This design comes from an exercise in tuning for small area, a short achievable clock period and few clock cycles per item on the open sky130 flow, not from production work.

==> run a: inputs <==
// arctan
module arctan #
	(
		parameter integer C_S00_AXIS_TDATA_WIDTH	= 32,
		parameter integer C_M00_AXIS_TDATA_WIDTH	= 32,
    parameter integer ITERATIONS = 16
	)
	(
		input wire  s00_axis_aclk, s00_axis_aresetn,
		input wire  s00_axis_tlast, s00_axis_tvalid,
		input wire [C_S00_AXIS_TDATA_WIDTH-1 : 0] s00_axis_tdata,
		input wire [(C_S00_AXIS_TDATA_WIDTH/8)-1: 0] s00_axis_tstrb,
		output logic  s00_axis_tready,
		input wire  m00_axis_aclk, m00_axis_aresetn,
		input wire  m00_axis_tready,
		output logic  m00_axis_tvalid, m00_axis_tlast,
		output logic [C_M00_AXIS_TDATA_WIDTH-1 : 0] m00_axis_tdata,
		output logic [(C_M00_AXIS_TDATA_WIDTH/8)-1: 0] m00_axis_tstrb
	);
clock: 5.0 ns
lec_check: 0
cap_margin: 20
core_margin: 2
core_utilization: 40
setup_slack_margin: 1.7
slew_margin: 20
run.sh (not shown) runs the stock make flow with config.mk's settings and CLKGATE_MAP_FILE= SYNTH_SCRIPT=/design/flow/synth_recipe.tcl, a recipe that flattens the netlist after the stock synthesis.
==> run b (differences from run a) <==
--- a/flow/design.v
+++ b/flow/design.v
@@ -15,14 +15,16 @@
 		output logic  m00_axis_tvalid, m00_axis_tlast,
 		output logic [C_M00_AXIS_TDATA_WIDTH-1 : 0] m00_axis_tdata,
 		output logic [(C_M00_AXIS_TDATA_WIDTH/8)-1: 0] m00_axis_tstrb
 	);
   logic ov;   
   wire adv = m00_axis_tready | ~ov;
   assign s00_axis_tready = adv;
+  wire signed [15:0] x_in = s00_axis_tdata[15:0];
+  wire signed [15:0] y_in = s00_axis_tdata[31:16];
   logic s0_v;
   logic [4:0] s0_side;
   logic signed [15:0] s0_x, s0_y;
   logic [1:0] s0_q;
   logic [0:0] s0_b;
   logic s1_v;
   logic [4:0] s1_side;
@@ -91,19 +93,19 @@
   logic [1:0] s13_q;
   logic [13:0] s13_b;
   logic s14_v;
   logic [4:0] s14_side;
   logic signed [18:0] s14_r;
   logic signed [4:0] s14_pc;
   logic [1:0] s14_bl;
-  wire c0_neg = s00_axis_tdata[15:0][15];
-  wire c0_yneg = s00_axis_tdata[31:16][15];
+  wire c0_neg = x_in[15];
+  wire c0_yneg = y_in[15];
   logic signed [15:0] c0_xf, c0_yf;
-  assign c0_xf = (s00_axis_tdata[15:0] ^ {16{c0_neg}}) + 16'(c0_neg);
-  assign c0_yf = (s00_axis_tdata[31:16] ^ {16{c0_neg}}) + 16'(c0_neg);
+  assign c0_xf = (x_in ^ {16{c0_neg}}) + 16'(c0_neg);
+  assign c0_yf = (y_in ^ {16{c0_neg}}) + 16'(c0_neg);
   wire c0_dn0 = ~c0_yf[15];   
   logic [0:0] c0_b;
   assign c0_b = {c0_dn0};
   always_ff @(posedge s00_axis_aclk) begin
     if (s00_axis_aresetn == 1'b0) s0_v <= 1'b0;
     else if (adv) s0_v <= s00_axis_tvalid;
   end
@@ -501,18 +503,32 @@
   logic signed [18:0] c14_r;
   logic [8:0] c14_lo;
   assign c14_lo = {1'b0, c14_k[11:4]} + {1'b0, c14_bv[11:4]};
   logic [6:0] c14_h0, c14_h1;
   assign c14_h0 = c14_k[18:12];
   assign c14_h1 = c14_k[18:12] + 7'd1;
   assign c14_r = {c14_lo[8] ? c14_h1 : c14_h0, c14_lo[7:0], c14_k[3:0]};
-  logic [3:0] c14_pc;   
-  assign c14_pc = 4'(s13_b[5]) + 4'(s13_b[6]) + 4'(s13_b[7]) + 4'(s13_b[8]) + 4'(s13_b[9]) + 4'(s13_b[10]) + 4'(s13_b[11]) + 4'(s13_b[12]);
+  logic [1:0] c14_pc1_0;
+  assign c14_pc1_0 = {1'b0, s13_b[5]} + {1'b0, s13_b[6]};
+  logic [1:0] c14_pc1_1;
+  assign c14_pc1_1 = {1'b0, s13_b[7]} + {1'b0, s13_b[8]};
+  logic [1:0] c14_pc1_2;
+  assign c14_pc1_2 = {1'b0, s13_b[9]} + {1'b0, s13_b[10]};
+  logic [1:0] c14_pc1_3;
+  assign c14_pc1_3 = {1'b0, s13_b[11]} + {1'b0, s13_b[12]};
+  logic [2:0] c14_pc2_4;
+  assign c14_pc2_4 = {1'b0, c14_pc1_0} + {1'b0, c14_pc1_1};
+  logic [2:0] c14_pc2_5;
+  assign c14_pc2_5 = {1'b0, c14_pc1_2} + {1'b0, c14_pc1_3};
+  logic [3:0] c14_pc3_6;
+  assign c14_pc3_6 = {1'b0, c14_pc2_4} + {1'b0, c14_pc2_5};
+  logic [3:0] c14_pc;
+  assign c14_pc = 4'(c14_pc3_6);
   logic signed [4:0] c14_t;
-  assign c14_t = $signed({3'b000, s13_b[13], s13_b[13]}) - $signed({1'b0, c14_pc});
+  assign c14_t = {3'b000, s13_b[13], s13_b[13]} - {1'b0, c14_pc};
   logic [14:0] c14_b;
   assign c14_b = {c14_d14, s13_b};
   always_ff @(posedge s00_axis_aclk) begin
     if (s00_axis_aresetn == 1'b0) s14_v <= 1'b0;
     else if (adv) s14_v <= s13_v;
   end
   always_ff @(posedge s00_axis_aclk) begin
Settings changed: ABC_AREA from default to 1, SETUP_SLACK_MARGIN 1.7 to 2.3.
==> run c (differences from run a) <==
--- a/flow/design.v
+++ b/flow/design.v
@@ -12,17 +12,20 @@
 		output logic  s00_axis_tready,
 		input wire  m00_axis_aclk, m00_axis_aresetn,
 		input wire  m00_axis_tready,
 		output logic  m00_axis_tvalid, m00_axis_tlast,
 		output logic [C_M00_AXIS_TDATA_WIDTH-1 : 0] m00_axis_tdata,
 		output logic [(C_M00_AXIS_TDATA_WIDTH/8)-1: 0] m00_axis_tstrb
 	);
+  logic sv;   
   logic ov;   
-  wire adv = m00_axis_tready | ~ov;
+  wire adv = ~sv;
   assign s00_axis_tready = adv;
+  wire signed [15:0] x_in = s00_axis_tdata[15:0];
+  wire signed [15:0] y_in = s00_axis_tdata[31:16];
   logic s0_v;
   logic [4:0] s0_side;
   logic signed [15:0] s0_x, s0_y;
   logic [1:0] s0_q;
   logic [0:0] s0_b;
   logic s1_v;
   logic [4:0] s1_side;
@@ -91,19 +94,19 @@
   logic [1:0] s13_q;
   logic [13:0] s13_b;
   logic s14_v;
   logic [4:0] s14_side;
   logic signed [18:0] s14_r;
   logic signed [4:0] s14_pc;
   logic [1:0] s14_bl;
-  wire c0_neg = s00_axis_tdata[15:0][15];
-  wire c0_yneg = s00_axis_tdata[31:16][15];
+  wire c0_neg = x_in[15];
+  wire c0_yneg = y_in[15];
   logic signed [15:0] c0_xf, c0_yf;
-  assign c0_xf = (s00_axis_tdata[15:0] ^ {16{c0_neg}}) + 16'(c0_neg);
-  assign c0_yf = (s00_axis_tdata[31:16] ^ {16{c0_neg}}) + 16'(c0_neg);
+  assign c0_xf = (x_in ^ {16{c0_neg}}) + 16'(c0_neg);
+  assign c0_yf = (y_in ^ {16{c0_neg}}) + 16'(c0_neg);
   wire c0_dn0 = ~c0_yf[15];   
   logic [0:0] c0_b;
   assign c0_b = {c0_dn0};
   always_ff @(posedge s00_axis_aclk) begin
     if (s00_axis_aresetn == 1'b0) s0_v <= 1'b0;
     else if (adv) s0_v <= s00_axis_tvalid;
   end
@@ -501,18 +504,32 @@
   logic signed [18:0] c14_r;
   logic [8:0] c14_lo;
   assign c14_lo = {1'b0, c14_k[11:4]} + {1'b0, c14_bv[11:4]};
   logic [6:0] c14_h0, c14_h1;
   assign c14_h0 = c14_k[18:12];
   assign c14_h1 = c14_k[18:12] + 7'd1;
   assign c14_r = {c14_lo[8] ? c14_h1 : c14_h0, c14_lo[7:0], c14_k[3:0]};
-  logic [3:0] c14_pc;   
-  assign c14_pc = 4'(s13_b[5]) + 4'(s13_b[6]) + 4'(s13_b[7]) + 4'(s13_b[8]) + 4'(s13_b[9]) + 4'(s13_b[10]) + 4'(s13_b[11]) + 4'(s13_b[12]);
+  logic [1:0] c14_pc1_0;
+  assign c14_pc1_0 = {1'b0, s13_b[5]} + {1'b0, s13_b[6]};
+  logic [1:0] c14_pc1_1;
+  assign c14_pc1_1 = {1'b0, s13_b[7]} + {1'b0, s13_b[8]};
+  logic [1:0] c14_pc1_2;
+  assign c14_pc1_2 = {1'b0, s13_b[9]} + {1'b0, s13_b[10]};
+  logic [1:0] c14_pc1_3;
+  assign c14_pc1_3 = {1'b0, s13_b[11]} + {1'b0, s13_b[12]};
+  logic [2:0] c14_pc2_4;
+  assign c14_pc2_4 = {1'b0, c14_pc1_0} + {1'b0, c14_pc1_1};
+  logic [2:0] c14_pc2_5;
+  assign c14_pc2_5 = {1'b0, c14_pc1_2} + {1'b0, c14_pc1_3};
+  logic [3:0] c14_pc3_6;
+  assign c14_pc3_6 = {1'b0, c14_pc2_4} + {1'b0, c14_pc2_5};
+  logic [3:0] c14_pc;
+  assign c14_pc = 4'(c14_pc3_6);
   logic signed [4:0] c14_t;
-  assign c14_t = $signed({3'b000, s13_b[13], s13_b[13]}) - $signed({1'b0, c14_pc});
+  assign c14_t = {3'b000, s13_b[13], s13_b[13]} - {1'b0, c14_pc};
   logic [14:0] c14_b;
   assign c14_b = {c14_d14, s13_b};
   always_ff @(posedge s00_axis_aclk) begin
     if (s00_axis_aresetn == 1'b0) s14_v <= 1'b0;
     else if (adv) s14_v <= s13_v;
   end
   always_ff @(posedge s00_axis_aclk) begin
@@ -523,24 +540,37 @@
       s14_side <= s13_side;
     end
   end
   logic signed [18:0] c15_ph;
   logic [18:0] c15_su;
   assign c15_su = {s14_r[18:1], 1'b1} + {18'(s14_pc), s14_bl[1]};
   assign c15_ph = {c15_su[18:1], s14_r[0]};
-  logic signed [18:0] o_ph;
-  logic [4:0] o_side;
-  always_ff @(posedge s00_axis_aclk) begin
-    if (s00_axis_aresetn == 1'b0) ov <= 1'b0;
-    else if (adv) ov <= s14_v;
-  end
-  always_ff @(posedge s00_axis_aclk) begin
-    if (adv) begin
-      o_ph <= c15_ph;
-      o_side <= s14_side;
-    end
-  end
-  assign m00_axis_tvalid = ov;
-  assign m00_axis_tdata = {{(C_M00_AXIS_TDATA_WIDTH-19){o_ph[18]}}, o_ph};
-  assign m00_axis_tlast = o_side[4];
-  assign m00_axis_tstrb = o_side[3:0];
-endmodule
+      logic signed [18:0] o_ph, k_ph;
+      logic [4:0] o_side, k_side;
+      wire push = adv & s14_v;
+      wire load_o = m00_axis_tready | ~ov;
+      always_ff @(posedge s00_axis_aclk) begin
+        if (s00_axis_aresetn == 1'b0) begin
+          ov <= 1'b0;
+          sv <= 1'b0;
+        end else if (load_o) begin
+          ov <= sv | push;
+          sv <= 1'b0;
+        end else begin
+          sv <= sv | push;
+        end
+      end
+      always_ff @(posedge s00_axis_aclk) begin
+        if (load_o) begin
+          o_ph <= sv ? k_ph : c15_ph;
+          o_side <= sv ? k_side : s14_side;
+        end
+        if (adv) begin
+          k_ph <= c15_ph;
+          k_side <= s14_side;
+        end
+      end
+      assign m00_axis_tvalid = ov;
+      assign m00_axis_tdata = {{(C_M00_AXIS_TDATA_WIDTH-19){o_ph[18]}}, o_ph};
+      assign m00_axis_tlast = o_side[4];
+      assign m00_axis_tstrb = o_side[3:0];
+    endmodule
Settings changed: ABC_AREA from default to 1, SETUP_SLACK_MARGIN 1.7 to 2.3.
==> run notes <==
quantity                                                                             run c                     run b                      run a
Maximum achievable frequency                                                       358 MHz                   366 MHz                    319 MHz
Site Rows                                                                              124                       123                        120
Met3 track demand over resource in global routing                                    2.29%                     2.25%                      2.13%
Via count of the first global-routing pass                                           30100                     30200                      25700
Share of the core filled with cells in the final layout                              46.4%                     46.5%                      45.6%
Height of the chip                                                                  343 um                    340 um                     331 um
Net count after synthesis                                                             5140                      5002                       4094
Number of gates on the worst path with buffers counted                                   7                         7                         11
Number of gates resized after CTS                                                       50                        49                          6
Total number of vias                                                                 31800                     31200                      26700
Worst setup path startpoint                                                      s13_b[13]                 s13_b[13]                   s2_y[15]
Critical Path Sink                                                               s14_pc[2]                 s14_pc[2]                   s3_x[15]
Final routed wirelength across all metal layers                                   94800 um                  95200 um                   80500 um
Layout fillers                                                                       10800                     10500                       9873
Initial cell density of the core                                                     40.3%                     40.3%                      40.2%
Most frequent cell after synthesis                                sky130_fd_sc_hd__nand2_1  sky130_fd_sc_hd__nand2_1  sky130_fd_sc_hd__edfxtp_1
TritonCTS sink count                                                                   743                       719                        706
Period utilization                                                                   55.8%                     54.6%                      62.7%
Die outline area                                                                 0.118 mm2                 0.116 mm2                  0.110 mm2
Outcome                                                           timing/DRC/antenna clean  timing/DRC/antenna clean   timing/DRC/antenna clean
Number of cells traversed by the worst register-to-register path                         7                         7                         11
Setup skew after layout                                                          0.0385 ns                 0.0509 ns                  0.0297 ns
Chip width                                                                          343 um                    340 um                     331 um
No functional check of the RTL was part of any run of this note.

---

==> inputs of wip/yarrow <==
Another version of the RTL of arctan (not shown whole).
Design arctan, start of the top module:
module arctan #
	(
		parameter integer C_S00_AXIS_TDATA_WIDTH	= 32,
		parameter integer C_M00_AXIS_TDATA_WIDTH	= 32,
    parameter integer ITERATIONS = 16
	)
	(
		input wire  s00_axis_aclk, s00_axis_aresetn,
		input wire  s00_axis_tlast, s00_axis_tvalid,
		input wire [C_S00_AXIS_TDATA_WIDTH-1 : 0] s00_axis_tdata,
		input wire [(C_S00_AXIS_TDATA_WIDTH/8)-1: 0] s00_axis_tstrb,
		output logic  s00_axis_tready,
		input wire  m00_axis_aclk, m00_axis_aresetn,
		input wire  m00_axis_tready,
		output logic  m00_axis_tvalid, m00_axis_tlast,
		output logic [C_M00_AXIS_TDATA_WIDTH-1 : 0] m00_axis_tdata,
		output logic [(C_M00_AXIS_TDATA_WIDTH/8)-1: 0] m00_axis_tstrb
	);
  logic ov;   
  wire adv = m00_axis_tready | ~ov;
  assign s00_axis_tready = adv;
  logic s0_v;
  logic [4:0] s0_side;
  logic signed [15:0] s0_x, s0_y;
  logic [1:0] s0_q;
  logic [0:0] s0_b;
  logic s1_v;
  logic [4:0] s1_side;
  logic signed [15:0] s1_x, s1_y;
  logic [1:0] s1_q;
  logic [1:0] s1_b;
  logic s2_v;
  logic [4:0] s2_side;
  logic signed [15:0] s2_x, s2_y;
  logic [1:0] s2_q;
  logic [2:0] s2_b;
  logic s3_v;
  logic [4:0] s3_side;
  logic signed [15:0] s3_x, s3_y;
  logic [1:0] s3_q;
  logic [3:0] s3_b;
  logic s4_v;
  logic [4:0] s4_side;
  logic signed [15:0] s4_x, s4_y;
  logic [1:0] s4_q;
  logic [4:0] s4_b;
  logic s5_v;
  logic [4:0] s5_side;
  logic signed [15:0] s5_x, s5_y;
  logic [1:0] s5_q;
  logic [5:0] s5_b;
  logic s6_v;
  logic [4:0] s6_side;
  logic signed [15:0] s6_x, s6_y;
  logic [1:0] s6_q;
  logic [6:0] s6_b;
  logic s7_v;
  logic [4:0] s7_side;
  logic signed [15:0] s7_x, s7_y;
  logic [1:0] s7_q;
  ...
Settings: LEC_CHECK=0, CAP_MARGIN=20, CORE_MARGIN=2, CORE_UTILIZATION=40, SETUP_SLACK_MARGIN=1.7, SLEW_MARGIN=20; clock period 5.0 ns.
==> wip/umber (differences from wip/yarrow) <==
--- a/flow/design.v
+++ b/flow/design.v
@@ -20,118 +20,112 @@
   wire adv = m00_axis_tready | ~ov;
   assign s00_axis_tready = adv;
   logic s0_v;
   logic [4:0] s0_side;
   logic signed [15:0] s0_x, s0_y;
   logic [1:0] s0_q;
-  logic [0:0] s0_b;
   logic s1_v;
   logic [4:0] s1_side;
   logic signed [15:0] s1_x, s1_y;
   logic [1:0] s1_q;
-  logic [1:0] s1_b;
+  logic [0:0] s1_b;
   logic s2_v;
   logic [4:0] s2_side;
   logic signed [15:0] s2_x, s2_y;
   logic [1:0] s2_q;
-  logic [2:0] s2_b;
+  logic [1:0] s2_b;
   logic s3_v;
   logic [4:0] s3_side;
   logic signed [15:0] s3_x, s3_y;
   logic [1:0] s3_q;
-  logic [3:0] s3_b;
+  logic [2:0] s3_b;
   logic s4_v;
   logic [4:0] s4_side;
   logic signed [15:0] s4_x, s4_y;
   logic [1:0] s4_q;
-  logic [4:0] s4_b;
+  logic [3:0] s4_b;
   logic s5_v;
   logic [4:0] s5_side;
   logic signed [15:0] s5_x, s5_y;
   logic [1:0] s5_q;
-  logic [5:0] s5_b;
+  logic [4:0] s5_b;
   logic s6_v;
   logic [4:0] s6_side;
   logic signed [15:0] s6_x, s6_y;
   logic [1:0] s6_q;
-  logic [6:0] s6_b;
+  logic [5:0] s6_b;
   logic s7_v;
   logic [4:0] s7_side;
   logic signed [15:0] s7_x, s7_y;
   logic [1:0] s7_q;
-  logic [7:0] s7_b;
+  logic [6:0] s7_b;
   logic s8_v;
   logic [4:0] s8_side;
   logic signed [15:0] s8_x, s8_y;
   logic [1:0] s8_q;
-  logic [8:0] s8_b;
+  logic [7:0] s8_b;
   logic s9_v;
   logic [4:0] s9_side;
   logic signed [15:0] s9_x, s9_y;
   logic [1:0] s9_q;
-  logic [9:0] s9_b;
+  logic [8:0] s9_b;
   logic s10_v;
   logic [4:0] s10_side;
   logic signed [15:0] s10_x, s10_y;
   logic [1:0] s10_q;
-  logic [10:0] s10_b;
+  logic [9:0] s10_b;
   logic s11_v;
   logic [4:0] s11_side;
   logic signed [15:0] s11_x, s11_y;
   logic [1:0] s11_q;
-  logic [11:0] s11_b;
+  logic [10:0] s11_b;
   logic s12_v;
   logic [4:0] s12_side;
   logic signed [15:0] s12_x, s12_y;
   logic [1:0] s12_q;
-  logic [12:0] s12_b;
+  logic [11:0] s12_b;
   logic s13_v;
   logic [4:0] s13_side;
   logic signed [15:0] s13_x, s13_y;
   logic [1:0] s13_q;
-  logic [13:0] s13_b;
+  logic [12:0] s13_b;
   logic s14_v;
   logic [4:0] s14_side;
   logic signed [18:0] s14_r;
   logic [1:0] s14_bl;
   wire c0_neg = s00_axis_tdata[15:0][15];
   wire c0_yneg = s00_axis_tdata[31:16][15];
   logic signed [15:0] c0_xf, c0_yf;
   assign c0_xf = (s00_axis_tdata[15:0] ^ {16{c0_neg}}) + 16'(c0_neg);
   assign c0_yf = (s00_axis_tdata[31:16] ^ {16{c0_neg}}) + 16'(c0_neg);
-  wire c0_dn0 = ~c0_yf[15];   
-  logic [0:0] c0_b;
-  assign c0_b = {c0_dn0};
   always_ff @(posedge s00_axis_aclk) begin
     if (s00_axis_aresetn == 1'b0) s0_v <= 1'b0;
     else if (adv) s0_v <= s00_axis_tvalid;
   end
   always_ff @(posedge s00_axis_aclk) begin
     if (adv) begin
       s0_x <= c0_xf;
       s0_y <= c0_yf;
       s0_q <= {c0_neg, c0_yneg};
-      s0_b <= c0_b;
       s0_side <= {s00_axis_tlast, s00_axis_tstrb};
     end
   end
-  wire c1_d0 = s0_b[0];   
+  wire c1_d0 = ~s0_y[15];   
   logic signed [15:0] c1_x1, c1_y1;
   logic signed [15:0] c1_x1_op;
   assign c1_x1_op = (s0_y >>> 0);
   logic [16:0] c1_x1_s;
-  assign c1_x1_s = {s0_x, 1'b1} + {c1_x1_op ^ {16{s0_y[15]}}, s0_y[15]};
+  assign c1_x1_s = {s0_x, 1'b1} + {c1_x1_op ^ {16{~c1_d0}}, ~c1_d0};
   assign c1_x1 = c1_x1_s[16:1];
   logic signed [15:0] c1_y1_op;
   assign c1_y1_op = (s0_x >>> 0);
   logic [16:0] c1_y1_s;
   assign c1_y1_s = {s0_y, 1'b1} + {c1_y1_op ^ {16{c1_d0}}, c1_d0};
   assign c1_y1 = c1_y1_s[16:1];
-  wire c1_dn1 = ~c1_y1[15];   
-  logic [1:0] c1_b;
-  assign c1_b = {c1_dn1, s0_b};
+  logic [0:0] c1_b;
+  assign c1_b = {c1_d0};
   always_ff @(posedge s00_axis_aclk) begin
     if (s00_axis_aresetn == 1'b0) s1_v <= 1'b0;
     else if (adv) s1_v <= s0_v;
   end
   always_ff @(posedge s00_axis_aclk) begin
     if (adv) begin
@@ -139,27 +133,26 @@
       s1_y <= c1_y1;
       s1_q <= s0_q;
       s1_b <= c1_b;
       s1_side <= s0_side;
     end
   end
-  wire c2_d1 = s1_b[1];   
+  wire c2_d1 = ~s1_y[15];   
   logic signed [15:0] c2_x2, c2_y2;
   logic signed [15:0] c2_x2_op;
   assign c2_x2_op = (s1_y >>> 1);
   logic [16:0] c2_x2_s;
-  assign c2_x2_s = {s1_x, 1'b1} + {c2_x2_op ^ {16{s1_y[15]}}, s1_y[15]};
+  assign c2_x2_s = {s1_x, 1'b1} + {c2_x2_op ^ {16{~c2_d1}}, ~c2_d1};
   assign c2_x2 = c2_x2_s[16:1];
   logic signed [15:0] c2_y2_op;
   assign c2_y2_op = (s1_x >>> 1);
   logic [16:0] c2_y2_s;
   assign c2_y2_s = {s1_y, 1'b1} + {c2_y2_op ^ {16{c2_d1}}, c2_d1};
   assign c2_y2 = c2_y2_s[16:1];
-  wire c2_dn2 = ~c2_y2[15];   
-  logic [2:0] c2_b;
-  assign c2_b = {c2_dn2, s1_b};
+  logic [1:0] c2_b;
+  assign c2_b = {c2_d1, s1_b};
   always_ff @(posedge s00_axis_aclk) begin
     if (s00_axis_aresetn == 1'b0) s2_v <= 1'b0;
     else if (adv) s2_v <= s1_v;
   end
   always_ff @(posedge s00_axis_aclk) begin
     if (adv) begin
@@ -167,27 +160,26 @@
       s2_y <= c2_y2;
       s2_q <= s1_q;
       s2_b <= c2_b;
       s2_side <= s1_side;
     end
   end
-  wire c3_d2 = s2_b[2];   
+  wire c3_d2 = ~s2_y[15];   
   logic signed [15:0] c3_x3, c3_y3;
   logic signed [15:0] c3_x3_op;
   assign c3_x3_op = (s2_y >>> 2);
   logic [16:0] c3_x3_s;
-  assign c3_x3_s = {s2_x, 1'b1} + {c3_x3_op ^ {16{s2_y[15]}}, s2_y[15]};
+  assign c3_x3_s = {s2_x, 1'b1} + {c3_x3_op ^ {16{~c3_d2}}, ~c3_d2};
   assign c3_x3 = c3_x3_s[16:1];
   logic signed [15:0] c3_y3_op;
   assign c3_y3_op = (s2_x >>> 2);
   logic [16:0] c3_y3_s;
   assign c3_y3_s = {s2_y, 1'b1} + {c3_y3_op ^ {16{c3_d2}}, c3_d2};
   assign c3_y3 = c3_y3_s[16:1];
-  wire c3_dn3 = ~c3_y3[15];   
-  logic [3:0] c3_b;
-  assign c3_b = {c3_dn3, s2_b};
+  logic [2:0] c3_b;
+  assign c3_b = {c3_d2, s2_b};
   always_ff @(posedge s00_axis_aclk) begin
     if (s00_axis_aresetn == 1'b0) s3_v <= 1'b0;
     else if (adv) s3_v <= s2_v;
   end
   always_ff @(posedge s00_axis_aclk) begin
     if (adv) begin
@@ -195,27 +187,26 @@
       s3_y <= c3_y3;
       s3_q <= s2_q;
       s3_b <= c3_b;
       s3_side <= s2_side;
     end
   end
-  wire c4_d3 = s3_b[3];   
+  wire c4_d3 = ~s3_y[15];   
   logic signed [15:0] c4_x4, c4_y4;
   logic signed [15:0] c4_x4_op;
   assign c4_x4_op = (s3_y >>> 3);
   logic [16:0] c4_x4_s;
-  assign c4_x4_s = {s3_x, 1'b1} + {c4_x4_op ^ {16{s3_y[15]}}, s3_y[15]};
+  assign c4_x4_s = {s3_x, 1'b1} + {c4_x4_op ^ {16{~c4_d3}}, ~c4_d3};
   assign c4_x4 = c4_x4_s[16:1];
   logic signed [15:0] c4_y4_op;
   assign c4_y4_op = (s3_x >>> 3);
   logic [16:0] c4_y4_s;
   assign c4_y4_s = {s3_y, 1'b1} + {c4_y4_op ^ {16{c4_d3}}, c4_d3};
   assign c4_y4 = c4_y4_s[16:1];
-  wire c4_dn4 = ~c4_y4[15];   
-  logic [4:0] c4_b;
-  assign c4_b = {c4_dn4, s3_b};
+  logic [3:0] c4_b;
+  assign c4_b = {c4_d3, s3_b};
   always_ff @(posedge s00_axis_aclk) begin
     if (s00_axis_aresetn == 1'b0) s4_v <= 1'b0;
     else if (adv) s4_v <= s3_v;
   end
   always_ff @(posedge s00_axis_aclk) begin
     if (adv) begin
@@ -223,27 +214,26 @@
       s4_y <= c4_y4;
       s4_q <= s3_q;
       s4_b <= c4_b;
       s4_side <= s3_side;
     end
   end
-  wire c5_d4 = s4_b[4];   
+  wire c5_d4 = ~s4_y[15];   
   logic signed [15:0] c5_x5, c5_y5;
   logic signed [15:0] c5_x5_op;
   assign c5_x5_op = (s4_y >>> 4);
   logic [16:0] c5_x5_s;
-  assign c5_x5_s = {s4_x, 1'b1} + {c5_x5_op ^ {16{s4_y[15]}}, s4_y[15]};
+  assign c5_x5_s = {s4_x, 1'b1} + {c5_x5_op ^ {16{~c5_d4}}, ~c5_d4};
   assign c5_x5 = c5_x5_s[16:1];
   logic signed [15:0] c5_y5_op;
   assign c5_y5_op = (s4_x >>> 4);
   logic [16:0] c5_y5_s;
   assign c5_y5_s = {s4_y, 1'b1} + {c5_y5_op ^ {16{c5_d4}}, c5_d4};
   assign c5_y5 = c5_y5_s[16:1];
-  wire c5_dn5 = ~c5_y5[15];   
-  logic [5:0] c5_b;
-  assign c5_b = {c5_dn5, s4_b};
+  logic [4:0] c5_b;
+  assign c5_b = {c5_d4, s4_b};
   always_ff @(posedge s00_axis_aclk) begin
     if (s00_axis_aresetn == 1'b0) s5_v <= 1'b0;
     else if (adv) s5_v <= s4_v;
   end
   always_ff @(posedge s00_axis_aclk) begin
     if (adv) begin
@@ -251,27 +241,26 @@
       s5_y <= c5_y5;
       s5_q <= s4_q;
       s5_b <= c5_b;
       s5_side <= s4_side;
     end
   end
-  wire c6_d5 = s5_b[5];   
+  wire c6_d5 = ~s5_y[15];   
   logic signed [15:0] c6_x6, c6_y6;
   logic signed [15:0] c6_x6_op;
   assign c6_x6_op = (s5_y >>> 5);
   logic [16:0] c6_x6_s;
-  assign c6_x6_s = {s5_x, 1'b1} + {c6_x6_op ^ {16{s5_y[15]}}, s5_y[15]};
+  assign c6_x6_s = {s5_x, 1'b1} + {c6_x6_op ^ {16{~c6_d5}}, ~c6_d5};
   assign c6_x6 = c6_x6_s[16:1];
   logic signed [15:0] c6_y6_op;
   assign c6_y6_op = (s5_x >>> 5);
   logic [16:0] c6_y6_s;
   assign c6_y6_s = {s5_y, 1'b1} + {c6_y6_op ^ {16{c6_d5}}, c6_d5};
   assign c6_y6 = c6_y6_s[16:1];
-  wire c6_dn6 = ~c6_y6[15];   
-  logic [6:0] c6_b;
-  assign c6_b = {c6_dn6, s5_b};
+  logic [5:0] c6_b;
+  assign c6_b = {c6_d5, s5_b};
   always_ff @(posedge s00_axis_aclk) begin
     if (s00_axis_aresetn == 1'b0) s6_v <= 1'b0;
     else if (adv) s6_v <= s5_v;
   end
   always_ff @(posedge s00_axis_aclk) begin
     if (adv) begin
@@ -279,27 +268,26 @@
       s6_y <= c6_y6;
       s6_q <= s5_q;
       s6_b <= c6_b;
       s6_side <= s5_side;
     end
   end
-  wire c7_d6 = s6_b[6];   
+  wire c7_d6 = ~s6_y[15];   
   logic signed [15:0] c7_x7, c7_y7;
   logic signed [15:0] c7_x7_op;
   assign c7_x7_op = (s6_y >>> 6);
   logic [16:0] c7_x7_s;
-  assign c7_x7_s = {s6_x, 1'b1} + {c7_x7_op ^ {16{s6_y[15]}}, s6_y[15]};
+  assign c7_x7_s = {s6_x, 1'b1} + {c7_x7_op ^ {16{~c7_d6}}, ~c7_d6};
   assign c7_x7 = c7_x7_s[16:1];
   logic signed [15:0] c7_y7_op;
   assign c7_y7_op = (s6_x >>> 6);
   logic [16:0] c7_y7_s;
   assign c7_y7_s = {s6_y, 1'b1} + {c7_y7_op ^ {16{c7_d6}}, c7_d6};
   assign c7_y7 = c7_y7_s[16:1];
-  wire c7_dn7 = ~c7_y7[15];   
-  logic [7:0] c7_b;
-  assign c7_b = {c7_dn7, s6_b};
+  logic [6:0] c7_b;
+  assign c7_b = {c7_d6, s6_b};
   always_ff @(posedge s00_axis_aclk) begin
     if (s00_axis_aresetn == 1'b0) s7_v <= 1'b0;
     else if (adv) s7_v <= s6_v;
   end
   always_ff @(posedge s00_axis_aclk) begin
     if (adv) begin
@@ -307,27 +295,26 @@
       s7_y <= c7_y7;
       s7_q <= s6_q;
       s7_b <= c7_b;
       s7_side <= s6_side;
     end
   end
-  wire c8_d7 = s7_b[7];   
+  wire c8_d7 = ~s7_y[15];   
   logic signed [15:0] c8_x8, c8_y8;
   logic signed [15:0] c8_x8_op;
   assign c8_x8_op = (s7_y >>> 7);
   logic [16:0] c8_x8_s;
-  assign c8_x8_s = {s7_x, 1'b1} + {c8_x8_op ^ {16{s7_y[15]}}, s7_y[15]};
+  assign c8_x8_s = {s7_x, 1'b1} + {c8_x8_op ^ {16{~c8_d7}}, ~c8_d7};
   assign c8_x8 = c8_x8_s[16:1];
   logic signed [15:0] c8_y8_op;
   assign c8_y8_op = (s7_x >>> 7);
   logic [16:0] c8_y8_s;
   assign c8_y8_s = {s7_y, 1'b1} + {c8_y8_op ^ {16{c8_d7}}, c8_d7};
   assign c8_y8 = c8_y8_s[16:1];
-  wire c8_dn8 = ~c8_y8[15];   
-  logic [8:0] c8_b;
-  assign c8_b = {c8_dn8, s7_b};
+  logic [7:0] c8_b;
+  assign c8_b = {c8_d7, s7_b};
   always_ff @(posedge s00_axis_aclk) begin
     if (s00_axis_aresetn == 1'b0) s8_v <= 1'b0;
     else if (adv) s8_v <= s7_v;
   end
   always_ff @(posedge s00_axis_aclk) begin
     if (adv) begin
@@ -335,27 +322,26 @@
       s8_y <= c8_y8;
       s8_q <= s7_q;
       s8_b <= c8_b;
       s8_side <= s7_side;
     end
   end
-  wire c9_d8 = s8_b[8];   
+  wire c9_d8 = ~s8_y[15];   
   logic signed [15:0] c9_x9, c9_y9;
   logic signed [15:0] c9_x9_op;
   assign c9_x9_op = (s8_y >>> 8);
   logic [16:0] c9_x9_s;
-  assign c9_x9_s = {s8_x, 1'b1} + {c9_x9_op ^ {16{s8_y[15]}}, s8_y[15]};
+  assign c9_x9_s = {s8_x, 1'b1} + {c9_x9_op ^ {16{~c9_d8}}, ~c9_d8};
   assign c9_x9 = c9_x9_s[16:1];
   logic signed [15:0] c9_y9_op;
   assign c9_y9_op = (s8_x >>> 8);
   logic [16:0] c9_y9_s;
   assign c9_y9_s = {s8_y, 1'b1} + {c9_y9_op ^ {16{c9_d8}}, c9_d8};
   assign c9_y9 = c9_y9_s[16:1];
-  wire c9_dn9 = ~c9_y9[15];   
-  logic [9:0] c9_b;
-  assign c9_b = {c9_dn9, s8_b};
+  logic [8:0] c9_b;
+  assign c9_b = {c9_d8, s8_b};
   always_ff @(posedge s00_axis_aclk) begin
     if (s00_axis_aresetn == 1'b0) s9_v <= 1'b0;
     else if (adv) s9_v <= s8_v;
   end
   always_ff @(posedge s00_axis_aclk) begin
     if (adv) begin
@@ -363,27 +349,26 @@
       s9_y <= c9_y9;
       s9_q <= s8_q;
       s9_b <= c9_b;
       s9_side <= s8_side;
     end
   end
-  wire c10_d9 = s9_b[9];   
+  wire c10_d9 = ~s9_y[15];   
   logic signed [15:0] c10_x10, c10_y10;
   logic signed [15:0] c10_x10_op;
   assign c10_x10_op = (s9_y >>> 9);
   logic [16:0] c10_x10_s;
-  assign c10_x10_s = {s9_x, 1'b1} + {c10_x10_op ^ {16{s9_y[15]}}, s9_y[15]};
+  assign c10_x10_s = {s9_x, 1'b1} + {c10_x10_op ^ {16{~c10_d9}}, ~c10_d9};
   assign c10_x10 = c10_x10_s[16:1];
   logic signed [15:0] c10_y10_op;
   assign c10_y10_op = (s9_x >>> 9);
   logic [16:0] c10_y10_s;
   assign c10_y10_s = {s9_y, 1'b1} + {c10_y10_op ^ {16{c10_d9}}, c10_d9};
   assign c10_y10 = c10_y10_s[16:1];
-  wire c10_dn10 = ~c10_y10[15];   
-  logic [10:0] c10_b;
-  assign c10_b = {c10_dn10, s9_b};
+  logic [9:0] c10_b;
+  assign c10_b = {c10_d9, s9_b};
   always_ff @(posedge s00_axis_aclk) begin
     if (s00_axis_aresetn == 1'b0) s10_v <= 1'b0;
     else if (adv) s10_v <= s9_v;
   end
   always_ff @(posedge s00_axis_aclk) begin
     if (adv) begin
@@ -391,27 +376,26 @@
       s10_y <= c10_y10;
       s10_q <= s9_q;
       s10_b <= c10_b;
       s10_side <= s9_side;
     end
   end
-  wire c11_d10 = s10_b[10];   
+  wire c11_d10 = ~s10_y[15];   
   logic signed [15:0] c11_x11, c11_y11;
   logic signed [15:0] c11_x11_op;
   assign c11_x11_op = (s10_y >>> 10);
   logic [16:0] c11_x11_s;
-  assign c11_x11_s = {s10_x, 1'b1} + {c11_x11_op ^ {16{s10_y[15]}}, s10_y[15]};
+  assign c11_x11_s = {s10_x, 1'b1} + {c11_x11_op ^ {16{~c11_d10}}, ~c11_d10};
   assign c11_x11 = c11_x11_s[16:1];
   logic signed [15:0] c11_y11_op;
   assign c11_y11_op = (s10_x >>> 10);
   logic [16:0] c11_y11_s;
   assign c11_y11_s = {s10_y, 1'b1} + {c11_y11_op ^ {16{c11_d10}}, c11_d10};
   assign c11_y11 = c11_y11_s[16:1];
-  wire c11_dn11 = ~c11_y11[15];   
-  logic [11:0] c11_b;
-  assign c11_b = {c11_dn11, s10_b};
+  logic [10:0] c11_b;
+  assign c11_b = {c11_d10, s10_b};
   always_ff @(posedge s00_axis_aclk) begin
     if (s00_axis_aresetn == 1'b0) s11_v <= 1'b0;
     else if (adv) s11_v <= s10_v;
   end
   always_ff @(posedge s00_axis_aclk) begin
     if (adv) begin
@@ -419,27 +403,26 @@
       s11_y <= c11_y11;
       s11_q <= s10_q;
       s11_b <= c11_b;
       s11_side <= s10_side;
     end
   end
-  wire c12_d11 = s11_b[11];   
+  wire c12_d11 = ~s11_y[15];   
   logic signed [15:0] c12_x12, c12_y12;
   logic signed [15:0] c12_x12_op;
   assign c12_x12_op = (s11_y >>> 11);
   logic [16:0] c12_x12_s;
-  assign c12_x12_s = {s11_x, 1'b1} + {c12_x12_op ^ {16{s11_y[15]}}, s11_y[15]};
+  assign c12_x12_s = {s11_x, 1'b1} + {c12_x12_op ^ {16{~c12_d11}}, ~c12_d11};
   assign c12_x12 = c12_x12_s[16:1];
   logic signed [15:0] c12_y12_op;
   assign c12_y12_op = (s11_x >>> 11);
   logic [16:0] c12_y12_s;
   assign c12_y12_s = {s11_y, 1'b1} + {c12_y12_op ^ {16{c12_d11}}, c12_d11};
   assign c12_y12 = c12_y12_s[16:1];
-  wire c12_dn12 = ~c12_y12[15];   
-  logic [12:0] c12_b;
-  assign c12_b = {c12_dn12, s11_b};
+  logic [11:0] c12_b;
+  assign c12_b = {c12_d11, s11_b};
   always_ff @(posedge s00_axis_aclk) begin
     if (s00_axis_aresetn == 1'b0) s12_v <= 1'b0;
     else if (adv) s12_v <= s11_v;
   end
   always_ff @(posedge s00_axis_aclk) begin
     if (adv) begin
@@ -447,27 +430,26 @@
       s12_y <= c12_y12;
       s12_q <= s11_q;
       s12_b <= c12_b;
       s12_side <= s11_side;
     end
   end
-  wire c13_d12 = s12_b[12];   
+  wire c13_d12 = ~s12_y[15];   
   logic signed [15:0] c13_x13, c13_y13;
   logic signed [15:0] c13_x13_op;
   assign c13_x13_op = (s12_y >>> 12);
   logic [16:0] c13_x13_s;
-  assign c13_x13_s = {s12_x, 1'b1} + {c13_x13_op ^ {16{s12_y[15]}}, s12_y[15]};
+  assign c13_x13_s = {s12_x, 1'b1} + {c13_x13_op ^ {16{~c13_d12}}, ~c13_d12};
   assign c13_x13 = c13_x13_s[16:1];
   logic signed [15:0] c13_y13_op;
   assign c13_y13_op = (s12_x >>> 12);
   logic [16:0] c13_y13_s;
   assign c13_y13_s = {s12_y, 1'b1} + {c13_y13_op ^ {16{c13_d12}}, c13_d12};
   assign c13_y13 = c13_y13_s[16:1];
-  wire c13_dn13 = ~c13_y13[15];   
-  logic [13:0] c13_b;
-  assign c13_b = {c13_dn13, s12_b};
+  logic [12:0] c13_b;
+  assign c13_b = {c13_d12, s12_b};
   always_ff @(posedge s00_axis_aclk) begin
     if (s00_axis_aresetn == 1'b0) s13_v <= 1'b0;
     else if (adv) s13_v <= s12_v;
   end
   always_ff @(posedge s00_axis_aclk) begin
     if (adv) begin
@@ -475,13 +457,13 @@
       s13_y <= c13_y13;
       s13_q <= s12_q;
       s13_b <= c13_b;
       s13_side <= s12_side;
     end
   end
-  wire c14_d13 = s13_b[13];   
+  wire c14_d13 = ~s13_y[15];   
   logic signed [15:0] c14_y14;
   logic signed [15:0] c14_y14_op;
   assign c14_y14_op = (s13_x >>> 13);
   logic [16:0] c14_y14_s;
   assign c14_y14_s = {s13_y, 1'b1} + {c14_y14_op ^ {16{c14_d13}}, c14_d13};
   assign c14_y14 = c14_y14_s[16:1];
@@ -882,13 +864,13 @@
       default: c14_g0 = '0;
     endcase
   end
   logic signed [18:0] c14_r;
   assign c14_r = c14_k + c14_g0;
   logic [14:0] c14_b;
-  assign c14_b = {c14_d14, s13_b};
+  assign c14_b = {c14_d14, c14_d13, s13_b};
   always_ff @(posedge s00_axis_aclk) begin
     if (s00_axis_aresetn == 1'b0) s14_v <= 1'b0;
     else if (adv) s14_v <= s13_v;
   end
   always_ff @(posedge s00_axis_aclk) begin
     if (adv) begin
- SETUP_SLACK_MARGIN: 1.7 -> 1.3
==> impl_metrics.csv <==
group,metric,value,unit
detailed_routing,drt-total-wl,81400,um
timing,slew_headroom,32.6,%
run_status,status,"timing/DRC/antenna clean",
critical_path,ff2ff_path_depth,11,
floorplan,die_y,330,um
critical_path,cp_max_fo,8,
finish,final_nets,4211,
yosys,yosysSeqAreaShare,49.7,%
# the run above: wip/yarrow

==> impl_metrics.csv <==
group,metric,value,unit
run_status,status,"timing/DRC/antenna clean",
critical_path,cp_max_fo,16,
detailed_routing,drt-total-wl,81500,um
critical_path,ff2ff_path_depth,10,
clock_network,cts_setup_buffers,3,
timing,slew_headroom,42.0,%
detailed_routing,drtAntennaViolNets,0,
finish,final_nets,4265,
yosys,yosysSeqAreaShare,49.0,%
floorplan,die_y,329,um
# the run above: wip/umber

No run of this note included a check of the RTL's function; only the layout flow was run.

-- afterwards: timing with drivers on the ports --
The results above use ideal ports. As a check the final layouts listed here were re-extracted and re-timed, cells and wires unchanged. Step 1 sets driving cells, clkbuf_16 on the clock port and buf_2 on the other inputs (assumed; they add their load-dependent delay and slew). Step 2 adds t to the input delays and takes it off the output delays; t is the mean of the earliest and latest rising clock arrival at the registers after step 1. Input paths then give back, and output paths get back, about the clock's delay inside the block. Slacks: ideal ports / drivers / drivers and shift; pairs: ideal ports / drivers.
run	t (ns)	setup WS [ns]	cell pins on the clock port's net
run a	0.712	1.867 / 1.867 / 1.358	1
run b	0.716	2.269 / 2.269 / 1.926	1
run c	0.738	2.210 / 2.210 / 1.893	1
wip/yarrow	0.691	1.861 / 1.861 / 1.322	1
wip/umber	0.705	1.561 / 1.505 / 0.878	1
After both steps every run listed still meets setup and hold. The setup slack of wip/umber, which loses most, moves by -0.056 ns with the drivers and by -0.683 ns with both steps.
